Context: an optimization exercise on an open-source flow, tuned for small area. The choices shown serve that exercise and are no tape-out recipe.
The RTL was checked by simulation tests, not by an equivalence proof against the original design.

Design fir, start of the top module:
module fir(
    input clk,
    input rst,
    input signed [15:0] x_in,
    output reg signed [31:0] y_out
);
Settings: LEC_CHECK=0, CAP_MARGIN=0, CORE_MARGIN=2, CORE_UTILIZATION=60, CTS_BUF_LIST=sky130_fd_sc_hd__clkbuf_8, CTS_CLUSTER_DIAMETER=70, CTS_CLUSTER_SIZE=18, PLACE_DENSITY=0.75, SLEW_MARGIN=0, SYNTH_HIERARCHICAL=1, SYNTH_MINIMUM_KEEP_SIZE=0; clock period 12.0 ns.
standard.sh (not shown) runs the stock make flow with config.mk's settings and CLKGATE_MAP_FILE= SYNTH_SCRIPT=/design/flow/synth_recipe.tcl, a recipe that flattens the netlist after the stock synthesis.
==> flow/flow/run.sh <==
#!/bin/bash
# Own flow: the standard layout (standard.sh) with two changes:
#  - the port buffers that global placement inserts are the smallest buffer
#    cell (buf_1) instead of the default choice;
#  - clock tree synthesis does not add dummy loads.
set -euo pipefail
export BUFFER_PORTS_ARGS="-buffer_cell sky130_fd_sc_hd__buf_1"
export CTS_ARGS="-sink_clustering_enable -repair_clock_nets -sink_clustering_size 18 -sink_clustering_max_diameter 70 -buf_list sky130_fd_sc_hd__clkbuf_8 -dont_use_dummy_load"
bash standard.sh > standard.log 2>&1
Edit:
--- a/flow/flow/run.sh
+++ b/flow/flow/run.sh
@@ -7,3 +7,3 @@
 export BUFFER_PORTS_ARGS="-buffer_cell sky130_fd_sc_hd__buf_1"
-export CTS_ARGS="-sink_clustering_enable -repair_clock_nets -sink_clustering_size 18 -sink_clustering_max_diameter 70 -buf_list sky130_fd_sc_hd__clkbuf_8 -dont_use_dummy_load"
+export CTS_ARGS="-sink_clustering_enable -repair_clock_nets -sink_clustering_size 12 -sink_clustering_max_diameter 50 -buf_list {sky130_fd_sc_hd__clkbuf_4 sky130_fd_sc_hd__clkbuf_8} -dont_use_dummy_load"
 bash standard.sh > standard.log 2>&1
- CAP_MARGIN: 0 -> 20
- SLEW_MARGIN: 0 -> 20
Result: Global-route usage is about the same. Cell count rose slightly. Wire length rose slightly. Fmax rose slightly.
Edit:
--- a/flow/flow/run.sh
+++ b/flow/flow/run.sh
@@ -7,3 +7,3 @@
 export BUFFER_PORTS_ARGS="-buffer_cell sky130_fd_sc_hd__buf_1"
-export CTS_ARGS="-sink_clustering_enable -repair_clock_nets -sink_clustering_size 12 -sink_clustering_max_diameter 50 -buf_list {sky130_fd_sc_hd__clkbuf_4 sky130_fd_sc_hd__clkbuf_8} -dont_use_dummy_load"
+export CTS_ARGS="-sink_clustering_enable -repair_clock_nets -sink_clustering_size 18 -sink_clustering_max_diameter 70 -buf_list sky130_fd_sc_hd__clkbuf_8 -dont_use_dummy_load"
 bash standard.sh > standard.log 2>&1
- GPL_TIMING_DRIVEN: default -> 0
Global-route usage falls by 1.3 points. Cell area hardly moves. Cell count is lower by 0.44%. Count of clock-buffer cells in the layout drops by 8. Critical path depth is unchanged. Via count goes down by 2.2%. Maximum frequency drops by 0.42%. Wire length is lower by 5.4%. Hold slack gets better by 0.017 ns.
Edit:
- CAP_MARGIN: 20 -> 8
- GPL_TIMING_DRIVEN: 0 -> default
- SLEW_MARGIN: 20 -> 8
Outcome:
- hold slack is worse by 0.0082 ns
- wire length came out higher by 5.4%
- clock-buffer cell count came out lower by 2
- cell count stays flat
- synthesized area stays the same
- first-iteration DRC count came out higher by 10%
- cell area came out lower by 0.81%
Edit:
--- a/flow/flow/run.sh
+++ b/flow/flow/run.sh
@@ -7,3 +7,3 @@
 export BUFFER_PORTS_ARGS="-buffer_cell sky130_fd_sc_hd__buf_1"
-export CTS_ARGS="-sink_clustering_enable -repair_clock_nets -sink_clustering_size 18 -sink_clustering_max_diameter 70 -buf_list sky130_fd_sc_hd__clkbuf_8 -dont_use_dummy_load"
+export CTS_ARGS="-sink_clustering_enable -repair_clock_nets -sink_clustering_size 10 -sink_clustering_max_diameter 40 -buf_list sky130_fd_sc_hd__clkbuf_4 -dont_use_dummy_load"
 bash standard.sh > standard.log 2>&1
- CAP_MARGIN: 8 -> 20
- SLEW_MARGIN: 8 -> 20
What happened: Worst setup slack improved by 0.031 ns; cell area stays flat; register-to-register slack gains 0.03 ns; wire length hardly moves; via count hardly moves; non-clock buffer count is unchanged; core utilization goes up by 0.15 points; synthesized cell count is unchanged; worst hold slack loses 0.016 ns.

## separate check: timing with driven ports
No port has a modelled driver above. Below, the same layouts with a new extraction and two added sets of constraints.
Step 1 assumes that a clkbuf_16 drives the clock port and a buf_2 every other input.
Step 2 moves the port delays by t, midway between the first and last clock arrival at a register: inputs arrive t later, outputs are due t later. That takes back most of the time a late clock gives input paths.
a / b / c = ideal / step 1 / step 2; a / b = the first two.
| run | shift t [ns] | setup WS [ns] | latest minus earliest clock arrival (ns) |
|---|---|---|---|
| the first run | 0.605 | 0.275 / 0.275 / 0.275 | 0.057 / 0.057 |
| the second run | 0.636 | 0.312 / 0.312 / 0.312 | 0.038 / 0.038 |
| the third run | 0.608 | 0.263 / 0.263 / 0.263 | 0.056 / 0.056 |
| the fourth run | 0.605 | 0.275 / 0.275 / 0.275 | 0.057 / 0.057 |
| the fifth run | 0.696 | 0.306 / 0.306 / 0.306 | 0.074 / 0.074 |
After both steps every run listed still meets setup and hold.
